Background: an optimization exercise with open tools, aiming at small area and a short achievable clock period. Do not read the settings as production practice.
The RTL was checked by simulation tests, not by an equivalence proof against the original design.
Power is estimated from default activity; no workload was simulated.

Design axi_stream_insert_header, start of the top module:
module axi_stream_insert_header #(
	parameter DATA_WD = 128,
	parameter DATA_BYTE_WD = DATA_WD / 8
) (
	input                           clk,
	input                           rst_n,
	input                           valid_in,
	input      [DATA_WD-1 : 0]      data_in,
	input      [DATA_BYTE_WD-1 : 0] keep_in,
	input                           last_in,
	output reg                      ready_in,
	input                           valid_insert,
	input      [DATA_WD-1 : 0]      header_insert,
	input      [DATA_BYTE_WD-1 : 0] keep_insert,
	output reg                      ready_insert,
	output                          valid_out,
	output     [DATA_WD-1 : 0]      data_out,
	output     [DATA_BYTE_WD-1 : 0] keep_out,
	output                          last_out,
	input                           ready_out
);
Size in the first run: ~1400 cells after synthesis, ~440 I/O pins, roughly 15000 µm² of cells after synthesis.
clock: 30.0 ns
lec_check: 0
cap_margin: 20
core_margin: 2
core_utilization: 70
cts_buf_list: sky130_fd_sc_hd__clkbuf_8
cts_cluster_diameter: 60
cts_cluster_size: 12
slew_margin: 20
synth_hierarchical: 1
standard.sh (not shown) runs the stock make flow with config.mk's settings and CLKGATE_MAP_FILE= SYNTH_SCRIPT=/design/flow/synth_recipe.tcl, a recipe that flattens the netlist after the stock synthesis.
==> flow/flow/run.sh <==
#!/bin/bash
# Standard layout, with plain buf_1 cells as the port buffers and timing repair aiming well below the period.
set -euo pipefail
bash standard.sh 'BUFFER_PORTS_ARGS=-buffer_cell sky130_fd_sc_hd__buf_1' SETUP_SLACK_MARGIN=21.5 finish > make.log 2>&1
The first run finished clean.
Edit:
- CORE_UTILIZATION: 70 -> 45
- CTS_BUF_LIST: sky130_fd_sc_hd__clkbuf_8 -> unset
- CTS_CLUSTER_DIAMETER: 60 -> 90
- CTS_CLUSTER_SIZE: 12 -> 24
What happened:
- setup slack is better by 5.1 ps
- cell count climbs by 9.0%
- synthesized area does not change
- total power is higher by 3.6%
- clock power came out higher by 18%
- routed wire length is higher by 9.1%
- via count goes down by 2.8%
- first-iteration DRC count came out lower by 22%
Edit:
- CORE_UTILIZATION: 45 -> 60
Effect: The changed run passed the timing, DRC and antenna checks; final cell count shrinks by a few percent; power shrinks slightly; sequential power grows by a few percent; worst hold slack improved by 7.7 ps; via count grows slightly; sequential share of layout area grows by 0.70 points; count of clock-buffer cells in the layout shrinks by 1; first-iteration DRC count grows by about a fifth; die area shrinks by a quarter to a third.
Edit:
==> flow/flow/run.sh (replaced) <==
#!/bin/bash
# Standard layout, with plain buf_1 cells as the port buffers and timing repair aiming well below the period.
set -euo pipefail
bash standard.sh 'BUFFER_PORTS_ARGS=-buffer_cell sky130_fd_sc_hd__buf_1' SETUP_SLACK_MARGIN=21.8 finish > make.log 2>&1
- CTS_BUF_LIST: unset -> sky130_fd_sc_hd__clkbuf_8
- CTS_CLUSTER_DIAMETER: 90 -> 60
- CTS_CLUSTER_SIZE: 24 -> 12
Core utilization grows by 9.3 points.
Hold slack is better by 3.6 ps.
Area after synthesis does not change.
Power grows by roughly a tenth.
Register-to-register slack is worse by 500 ps.

Another version of the RTL of axi_stream_insert_header (not shown whole).
For scale: roughly 1,300 cells after synthesis, about 270 flip-flops, roughly 0.015 mm^2 of cells after synthesis.
Settings: LEC_CHECK=0, CAP_MARGIN=20, CORE_MARGIN=2, CORE_UTILIZATION=30, SLEW_MARGIN=20, SYNTH_HIERARCHICAL=1; clock period 30.0 ns.
==> flow/flow/run.sh <==
#!/bin/bash
# Standard layout, with plain buf_1 cells as the port buffers.
set -euo pipefail
bash standard.sh 'BUFFER_PORTS_ARGS=-buffer_cell sky130_fd_sc_hd__buf_1' finish > make.log 2>&1
The starting point finished clean.
==> next run, changes <==
==> flow/flow/run.sh (replaced) <==
#!/bin/bash
# Standard layout, with plain buf_1 cells as the port buffers and timing repair aiming well below the period.
set -euo pipefail
bash standard.sh 'BUFFER_PORTS_ARGS=-buffer_cell sky130_fd_sc_hd__buf_1' SETUP_SLACK_MARGIN=21 finish > make.log 2>&1
What happened: The changed run completed with no timing, DRC or antenna violations. Power climbs by 10%. Sequential power drops by about 2%. Cell count goes up by 3.8%. Clock-buffer cell count goes down by 1. Utilization increases by 3.3 points. Die area is unchanged. Worst hold slack stays flat. Worst setup slack improves by 0.40 ns. Critical path depth does not change. Maximum frequency came out higher by 3.5%.

RTL: one of the versions met above, not the one the previous note started from.
Size in the first run: roughly 1,400 cells after synthesis, about 280 flip-flops, roughly 440 I/O pins, roughly 0.015 mm^2 of cells after synthesis.
export LEC_CHECK = 0
export CAP_MARGIN = 20
export CORE_MARGIN = 2
export CORE_UTILIZATION = 60
export CTS_CLUSTER_DIAMETER = 90
export CTS_CLUSTER_SIZE = 24
export PLACE_DENSITY = 0.8
export SLEW_MARGIN = 20
export SYNTH_HIERARCHICAL = 1
create_clock -name core_clock -period 30.0 [get_ports {clk}]
==> flow/flow/run.sh <==
#!/bin/bash
# Standard layout, with plain buf_1 cells as the port buffers and timing repair aiming well below the period.
set -euo pipefail
bash standard.sh 'BUFFER_PORTS_ARGS=-buffer_cell sky130_fd_sc_hd__buf_1' SETUP_SLACK_MARGIN=21.5 finish > make.log 2>&1
Rerun with:
==> flow/flow/run.sh (replaced) <==
#!/bin/bash
# Standard layout, with plain buf_1 cells as the port buffers and timing repair aiming well below the period.
set -euo pipefail
bash standard.sh 'BUFFER_PORTS_ARGS=-buffer_cell sky130_fd_sc_hd__buf_1' SETUP_SLACK_MARGIN=21 finish > make.log 2>&1
- CORE_UTILIZATION: 60 -> 45
- PLACE_DENSITY: 0.8 -> unset
Result: The changed run passed the timing, DRC and antenna checks; die area rose by 32%; hold slack is better by 5.2 ps; routed wire length rose by 1.7%; final area fell by 3.6%; clock skew rose by 9.5 ps; global-route usage fell by 7.3 points; setup slack is worse by 390 ps.
Rerun with:
==> flow/flow/run.sh (replaced) <==
#!/bin/bash
# Standard layout, with plain buf_1 cells as the port buffers and timing repair aiming well below the period.
set -euo pipefail
bash standard.sh 'BUFFER_PORTS_ARGS=-buffer_cell sky130_fd_sc_hd__buf_1' SETUP_SLACK_MARGIN=21.3 finish > make.log 2>&1
- CORE_UTILIZATION: 45 -> 70
- CTS_BUF_LIST: unset -> sky130_fd_sc_hd__clkbuf_8
- CTS_CLUSTER_DIAMETER: 90 -> 60
- CTS_CLUSTER_SIZE: 24 -> 12
Wire length fell by 8.3%.
Via count rose by 3.6%.
Cell area went down by 0.46%.
Clock power drops by 10%.
First-iteration DRC count came out higher by 37%.
Synthesized area stays the same.
Worst hold slack barely changes.
Final cell count came out lower by 6.8%.
Setup slack gains 230 ps.
Clock-buffer cell count is higher by 10.

==> what the ideal ports hide <==
No port has a modelled driver above. Below, the same layouts with a new extraction and two added sets of constraints.
Step 1 sets driving cells, clkbuf_16 on the clock port and buf_2 on the other inputs (assumed; they add their load-dependent delay and slew).
Step 2 moves the port delays by t, midway between the first and last clock arrival at a register: inputs arrive t later, outputs are due t later. That takes back most of the time a late clock gives input paths.
Slacks: ideal / step 1 / step 2; pairs: ideal / step 1.
run	t (ns)	setup slack, ns	worst setup path at the end	latest minus earliest clock arrival (ns)	pins driven straight from the clock port
the first run of note 1	0.613	21.466 / 21.493 / 20.880	input to register	0.021 / 0.022	1
the second run of note 1	0.558	21.471 / 21.481 / 20.923	input to register	0.030 / 0.030	1
the third run of note 1	0.544	21.377 / 21.394 / 20.850	input to register	0.037 / 0.037	1
the fourth run of note 1	0.619	21.500 / 21.484 / 20.865	input to register	0.018 / 0.018	1
the first run of note 2	0.593	18.435 / 18.470 / 17.878	input to register	0.024 / 0.025	1
the second run of note 2	0.589	18.831 / 18.837 / 18.248	input to register	0.020 / 0.020	1
the first run of note 3	0.537	21.437 / 21.417 / 20.926	input to register	0.012 / 0.012	1
the second run of note 3	0.555	21.045 / 21.078 / 20.523	input to register	0.024 / 0.024	1
the third run of note 3	0.613	21.278 / 21.304 / 20.691	input to register	0.027 / 0.027	1
After both steps every run listed still meets setup and hold. For the fourth run of note 1, which loses most, drivers alone change the setup slack by -0.016 ns; drivers and shift together by -0.635 ns.
